This design comes from an exercise in tuning for small area and a short achievable clock period on the open sky130 flow, not from production work. Where RTL was checked, it was by simulation tests only, not by an equivalence proof against the original.

## oak
==> flow/design.v <==
module neuron(
    input  logic clk,
    input  logic rst_n,
    input  logic signed [7:0] x,
    input  logic signed [7:0] w,
    input  logic signed [7:0] bias,
    output logic signed [17:0] y
);
  logic [7:0] x1, w1;
  always_ff @(posedge clk or negedge rst_n) begin
    if (!rst_n) begin
      x1 <= 8'd0; w1 <= 8'd0;
    end else begin
      x1 <= x; w1 <= w;
    end
  end
  wire [8:0] we = {w1, 1'b0};
  logic [3:0] bone, btwo, bneg;
  always_comb begin
    for (int i = 0; i < 4; i++) begin
      bone[i] = we[2*i+1] ^ we[2*i];
      btwo[i] = (we[2*i+2] & ~we[2*i+1] & ~we[2*i]) | (~we[2*i+2] & we[2*i+1] & we[2*i]);
      bneg[i] = we[2*i+2] & ~(we[2*i+1] & we[2*i]);
    end
  end
  wire sel0_0 = (bone[0] & x1[0]);
  wire sel0_1 = (bone[0] & x1[1]) | (btwo[0] & x1[0]);
  wire sel0_2 = (bone[0] & x1[2]) | (btwo[0] & x1[1]);
  wire sel0_3 = (bone[0] & x1[3]) | (btwo[0] & x1[2]);
  wire sel0_4 = (bone[0] & x1[4]) | (btwo[0] & x1[3]);
  wire sel0_5 = (bone[0] & x1[5]) | (btwo[0] & x1[4]);
  wire sel0_6 = (bone[0] & x1[6]) | (btwo[0] & x1[5]);
  wire sel0_7 = (bone[0] & x1[7]) | (btwo[0] & x1[6]);
  wire sel0_8 = (bone[0] & x1[7]) | (btwo[0] & x1[7]);
  wire pp0_0 = sel0_0 ^ bneg[0];
  wire pp0_1 = sel0_1 ^ bneg[0];
  wire pp0_2 = sel0_2 ^ bneg[0];
  wire pp0_3 = sel0_3 ^ bneg[0];
  wire pp0_4 = sel0_4 ^ bneg[0];
  wire pp0_5 = sel0_5 ^ bneg[0];
  wire pp0_6 = sel0_6 ^ bneg[0];
  wire pp0_7 = sel0_7 ^ bneg[0];
  wire ps0_s = sel0_8 ^ bneg[0];
  wire sel1_0 = (bone[1] & x1[0]);
  wire sel1_1 = (bone[1] & x1[1]) | (btwo[1] & x1[0]);
  wire sel1_2 = (bone[1] & x1[2]) | (btwo[1] & x1[1]);
  wire sel1_3 = (bone[1] & x1[3]) | (btwo[1] & x1[2]);
  wire sel1_4 = (bone[1] & x1[4]) | (btwo[1] & x1[3]);
  wire sel1_5 = (bone[1] & x1[5]) | (btwo[1] & x1[4]);
  wire sel1_6 = (bone[1] & x1[6]) | (btwo[1] & x1[5]);
  wire sel1_7 = (bone[1] & x1[7]) | (btwo[1] & x1[6]);
  wire sel1_8 = (bone[1] & x1[7]) | (btwo[1] & x1[7]);
  wire pp1_0 = sel1_0 ^ bneg[1];
  wire pp1_1 = sel1_1 ^ bneg[1];
  wire pp1_2 = sel1_2 ^ bneg[1];
  wire pp1_3 = sel1_3 ^ bneg[1];
  wire pp1_4 = sel1_4 ^ bneg[1];
  wire pp1_5 = sel1_5 ^ bneg[1];
  wire pp1_6 = sel1_6 ^ bneg[1];
  wire pp1_7 = sel1_7 ^ bneg[1];
  wire ps1_s = sel1_8 ^ bneg[1];
  wire sel2_0 = (bone[2] & x1[0]);
  wire sel2_1 = (bone[2] & x1[1]) | (btwo[2] & x1[0]);
  wire sel2_2 = (bone[2] & x1[2]) | (btwo[2] & x1[1]);
  wire sel2_3 = (bone[2] & x1[3]) | (btwo[2] & x1[2]);
  wire sel2_4 = (bone[2] & x1[4]) | (btwo[2] & x1[3]);
  wire sel2_5 = (bone[2] & x1[5]) | (btwo[2] & x1[4]);
  wire sel2_6 = (bone[2] & x1[6]) | (btwo[2] & x1[5]);
  wire sel2_7 = (bone[2] & x1[7]) | (btwo[2] & x1[6]);
  wire sel2_8 = (bone[2] & x1[7]) | (btwo[2] & x1[7]);
  wire pp2_0 = sel2_0 ^ bneg[2];
  wire pp2_1 = sel2_1 ^ bneg[2];
  wire pp2_2 = sel2_2 ^ bneg[2];
  wire pp2_3 = sel2_3 ^ bneg[2];
  wire pp2_4 = sel2_4 ^ bneg[2];
  wire pp2_5 = sel2_5 ^ bneg[2];
  wire pp2_6 = sel2_6 ^ bneg[2];
  wire pp2_7 = sel2_7 ^ bneg[2];
  wire ps2_s = sel2_8 ^ bneg[2];
  wire sel3_0 = (bone[3] & x1[0]);
  wire sel3_1 = (bone[3] & x1[1]) | (btwo[3] & x1[0]);
  wire sel3_2 = (bone[3] & x1[2]) | (btwo[3] & x1[1]);
  wire sel3_3 = (bone[3] & x1[3]) | (btwo[3] & x1[2]);
  wire sel3_4 = (bone[3] & x1[4]) | (btwo[3] & x1[3]);
  wire sel3_5 = (bone[3] & x1[5]) | (btwo[3] & x1[4]);
  wire sel3_6 = (bone[3] & x1[6]) | (btwo[3] & x1[5]);
  wire sel3_7 = (bone[3] & x1[7]) | (btwo[3] & x1[6]);
  wire sel3_8 = (bone[3] & x1[7]) | (btwo[3] & x1[7]);
  wire pp3_0 = sel3_0;
  wire pp3_1 = sel3_1 ^ (bneg[3] & (sel3_0));
  wire pp3_2 = sel3_2 ^ (bneg[3] & (sel3_0 | sel3_1));
  wire pp3_3 = sel3_3 ^ (bneg[3] & (sel3_0 | sel3_1 | sel3_2));
  wire pp3_4 = sel3_4 ^ (bneg[3] & (sel3_0 | sel3_1 | sel3_2 | sel3_3));
  wire pp3_5 = sel3_5 ^ (bneg[3] & (sel3_0 | sel3_1 | sel3_2 | sel3_3 | sel3_4));
  wire pp3_6 = sel3_6 ^ bneg[3];
  wire pp3_7 = sel3_7 ^ bneg[3];
  wire ps3_s = sel3_8 ^ bneg[3];
  wire neg3c = bneg[3] & ~(sel3_0 | sel3_1 | sel3_2 | sel3_3 | sel3_4 | sel3_5);
  wire hs0 = pp0_4 ^ pp1_2;
  wire hc0 = pp0_4 & pp1_2;
  wire hs1 = pp0_5 ^ pp1_3;
  wire hc1 = pp0_5 & pp1_3;
  wire fs2 = pp0_6 ^ pp1_4 ^ pp2_2;
  wire fc2 = (pp0_6 & pp1_4) | (pp0_6 & pp2_2) | (pp1_4 & pp2_2);
  wire fs3 = pp0_7 ^ pp1_5 ^ pp2_3;
  wire fc3 = (pp0_7 & pp1_5) | (pp0_7 & pp2_3) | (pp1_5 & pp2_3);
  wire fs4 = ps0_s ^ pp1_6 ^ pp2_4;
  wire fc4 = (ps0_s & pp1_6) | (ps0_s & pp2_4) | (pp1_6 & pp2_4);
  wire fs5 = ps0_s ^ pp1_7 ^ pp2_5;
  wire fc5 = (ps0_s & pp1_7) | (ps0_s & pp2_5) | (pp1_7 & pp2_5);
  wire fs6 = ~ps0_s ^ ~ps1_s ^ pp2_6;
  wire fc6 = (~ps0_s & ~ps1_s) | (~ps0_s & pp2_6) | (~ps1_s & pp2_6);
  wire hs7 = pp2_7 ^ 1'b1;
  wire hc7 = pp2_7 & 1'b1;
  wire hs8 = ~ps2_s ^ pp3_6;
  wire hc8 = ~ps2_s & pp3_6;
  wire hs9 = pp0_2 ^ pp1_0;
  wire hc9 = pp0_2 & pp1_0;
  wire hs10 = pp0_3 ^ pp1_1;
  wire hc10 = pp0_3 & pp1_1;
  wire fs11 = pp2_0 ^ bneg[2] ^ hs0;
  wire fc11 = (pp2_0 & bneg[2]) | (pp2_0 & hs0) | (bneg[2] & hs0);
  wire fs12 = pp2_1 ^ hs1 ^ hc0;
  wire fc12 = (pp2_1 & hs1) | (pp2_1 & hc0) | (hs1 & hc0);
  wire fs13 = pp3_0 ^ hc1 ^ fs2;
  wire fc13 = (pp3_0 & hc1) | (pp3_0 & fs2) | (hc1 & fs2);
  wire fs14 = pp3_1 ^ fs3 ^ fc2;
  wire fc14 = (pp3_1 & fs3) | (pp3_1 & fc2) | (fs3 & fc2);
  wire fs15 = pp3_2 ^ fs4 ^ fc3;
  wire fc15 = (pp3_2 & fs4) | (pp3_2 & fc3) | (fs4 & fc3);
  wire fs16 = pp3_3 ^ fs5 ^ fc4;
  wire fc16 = (pp3_3 & fs5) | (pp3_3 & fc4) | (fs5 & fc4);
  wire fs17 = pp3_4 ^ fs6 ^ fc5;
  wire fc17 = (pp3_4 & fs6) | (pp3_4 & fc5) | (fs6 & fc5);
  wire fs18 = pp3_5 ^ hs7 ^ fc6;
  wire fc18 = (pp3_5 & hs7) | (pp3_5 & fc6) | (hs7 & fc6);
  wire fs19 = neg3c ^ hs8 ^ hc7;
  wire fc19 = (neg3c & hs8) | (neg3c & hc7) | (hs8 & hc7);
  wire fs20 = pp3_7 ^ 1'b1 ^ hc8;
  wire fc20 = (pp3_7 & 1'b1) | (pp3_7 & hc8) | (1'b1 & hc8);
  logic [16:0] ps, pc;
  assign ps[15] = 1'b1;
  assign ps[16] = 1'b1;
  assign pc[1] = 1'b0;
  assign pc[15] = 1'b0;
  assign pc[16] = 1'b0;
  always_ff @(posedge clk) begin
    ps[0] <= pp0_0;
    ps[1] <= pp0_1;
    ps[2] <= bneg[1];
    ps[3] <= hs10;
    ps[4] <= fs11;
    ps[5] <= fs12;
    ps[6] <= fs13;
    ps[7] <= fs14;
    ps[8] <= fs15;
    ps[9] <= fs16;
    ps[10] <= fs17;
    ps[11] <= fs18;
    ps[12] <= fs19;
    ps[13] <= fs20;
    ps[14] <= ~ps3_s;
    pc[0] <= bneg[0];
    pc[2] <= hs9;
    pc[3] <= hc9;
    pc[4] <= hc10;
    pc[5] <= fc11;
    pc[6] <= fc12;
    pc[7] <= fc13;
    pc[8] <= fc14;
    pc[9] <= fc15;
    pc[10] <= fc16;
    pc[11] <= fc17;
    pc[12] <= fc18;
    pc[13] <= fc19;
    pc[14] <= fc20;
  end
  logic [8:0] alo;
  logic [16:9] ahi;
  logic cy;
  wire [16:0] acc = {ahi, alo};
  wire [16:0] cs_s = acc ^ ps ^ pc;
  wire [16:0] cs_c = (acc & ps) | (acc & pc) | (ps & pc);
  wire [9:0] lo_d = {1'b0, cs_s[8:0]} + {1'b0, cs_c[7:0], 1'b0};
  wire [8:0] hi_w = {cs_s[16:9], 1'b1} + {cs_c[15:8], cy};
  wire [7:0] hi_d = hi_w[8:1];
  always_ff @(posedge clk or negedge rst_n) begin
    if (!rst_n) begin
      alo <= 9'd0; ahi <= 8'd0; cy <= 1'b0;
    end else begin
      alo <= lo_d[8:0]; ahi <= hi_d; cy <= lo_d[9];
    end
  end
  logic vld;
  always_ff @(posedge clk or negedge rst_n) begin
    if (!rst_n) vld <= 1'b0;
    else vld <= 1'b1;
  end
  logic [8:0] vlo, vh;
  logic vb7;
  always_ff @(posedge clk) begin
    vlo <= {1'b0, alo[7:0]} + {1'b0, bias};
    vh  <= acc[16:8] + {7'd0, cy, 1'b0};              
    vb7 <= bias[7];
  end
  wire [8:0] sh = vh;
  wire c8 = vlo[8];
  wire [9:0] vd = {{9{vb7 & ~c8}}, vb7 ^ c8};        
  wire [9:0] vhi = {sh[8], sh} + vd;                 
  logic [17:0] v5;
  always_ff @(posedge clk) v5 <= {vhi, vlo[7:0]};
  logic vld2;
  always_ff @(posedge clk or negedge rst_n) begin
    if (!rst_n) vld2 <= 1'b0;
    else vld2 <= vld;
  end
  logic [16:0] r2;
  wire keep = vld2 & ~v5[17];
  always_ff @(posedge clk) r2 <= v5[16:0] & {17{keep}};
  logic [16:0] yr;
  always_ff @(posedge clk or negedge rst_n) begin
    if (!rst_n) yr <= 17'd0;
    else yr <= r2;
  end
  assign y = {1'b0, yr};
endmodule
clock: 6.0 ns
lec_check: 0
abc_area: 1
cap_margin: 20
core_margin: 2
core_utilization: 40
setup_slack_margin: 3.75
slew_margin: 20
standard.sh (not shown) runs the stock make flow with config.mk's settings and CLKGATE_MAP_FILE= SYNTH_SCRIPT=/design/flow/synth_recipe.tcl, a recipe that flattens the netlist after the stock synthesis.
==> flow/flow/run.sh <==
#!/bin/bash
# Standard ORFS layout, except that the port buffers are the smallest
# plain buffer (buffer_ports picks a slow delay cell by default) and the
# clock tree uses fewer, larger sink clusters and no dummy loads.
# Each step's full output goes to a log file in the work folder.
set -euo pipefail
export BUFFER_PORTS_ARGS="-buffer_cell sky130_fd_sc_hd__buf_1"
export CTS_ARGS="-sink_clustering_enable -repair_clock_nets -sink_clustering_size 30 -sink_clustering_max_diameter 200 -buf_list {sky130_fd_sc_hd__clkbuf_4 sky130_fd_sc_hd__clkbuf_8} -dont_use_dummy_load"
bash standard.sh synth > synth.log 2>&1
bash standard.sh > layout.log 2>&1
Input changes introduced in pine (baseline for comparison: oak):
diff --git a/flow/design.v b/flow/design.v
--- a/flow/design.v
+++ b/flow/design.v
@@ -5,23 +5,24 @@
     input  logic signed [7:0] w,
     input  logic signed [7:0] bias,
     output logic signed [17:0] y
 );
-  logic [7:0] x1, w1;
-  always_ff @(posedge clk or negedge rst_n) begin
-    if (!rst_n) begin
-      x1 <= 8'd0; w1 <= 8'd0;
-    end else begin
-      x1 <= x; w1 <= w;
-    end
-  end
-  wire [8:0] we = {w1, 1'b0};
+  logic [7:0] x1;
   logic [3:0] bone, btwo, bneg;
+  wire [8:0] we = {w, 1'b0};
+  logic [3:0] one_d, two_d, neg_d;
   always_comb begin
     for (int i = 0; i < 4; i++) begin
-      bone[i] = we[2*i+1] ^ we[2*i];
-      btwo[i] = (we[2*i+2] & ~we[2*i+1] & ~we[2*i]) | (~we[2*i+2] & we[2*i+1] & we[2*i]);
-      bneg[i] = we[2*i+2] & ~(we[2*i+1] & we[2*i]);
+      one_d[i] = we[2*i+1] ^ we[2*i];
+      two_d[i] = (we[2*i+2] & ~we[2*i+1] & ~we[2*i]) | (~we[2*i+2] & we[2*i+1] & we[2*i]);
+      neg_d[i] = we[2*i+2] & ~(we[2*i+1] & we[2*i]);
+    end
+  end
+  always_ff @(posedge clk or negedge rst_n) begin
+    if (!rst_n) begin
+      x1 <= 8'd0; bone <= 4'd0; btwo <= 4'd0; bneg <= 4'd0;
+    end else begin
+      x1 <= x; bone <= one_d; btwo <= two_d; bneg <= neg_d;
     end
   end
   wire sel0_0 = (bone[0] & x1[0]);
   wire sel0_1 = (bone[0] & x1[1]) | (btwo[0] & x1[0]);
Notes after the runs:
Going from oak to pine, initial cell density of the core shrinks by 0.17 points. [pine] worst hold slack rose 0.0092 ns relative to oak. pine: critical path depth is 1 lower than what oak reported. Changes observed in pine relative to oak: fmax picked up an extra 5.5%; final critical path time including I/O delays and setup lost 0.12 ns.
No functional check of the RTL was part of oak.

==> port drivers added, routing unchanged <==
In the flow no input, the clock included, has a driving cell. The finished layouts below were timed again as built, in two steps. Step 1 sets driving cells, clkbuf_16 on the clock port and buf_2 on the other inputs (assumed; they add their load-dependent delay and slew). Step 2 times the ports against the registers' clock, not the clock port: input delays grow and output delays shrink by t, the midpoint of the rising clock arrivals with the driver on. a / b / c = ideal ports / drivers / drivers and shift; a / b = the first two.
run | t (ns) | setup WS [ns] | worst setup path at the end
oak | 0.457 | 3.742 / 3.742 / 3.459 | input to register
pine | 0.448 | 3.860 / 3.847 / 3.643 | input to register
After both steps every run listed still meets setup and hold. For oak, which loses most, drivers alone change the setup slack by 0.000 ns; drivers and shift together by -0.283 ns.
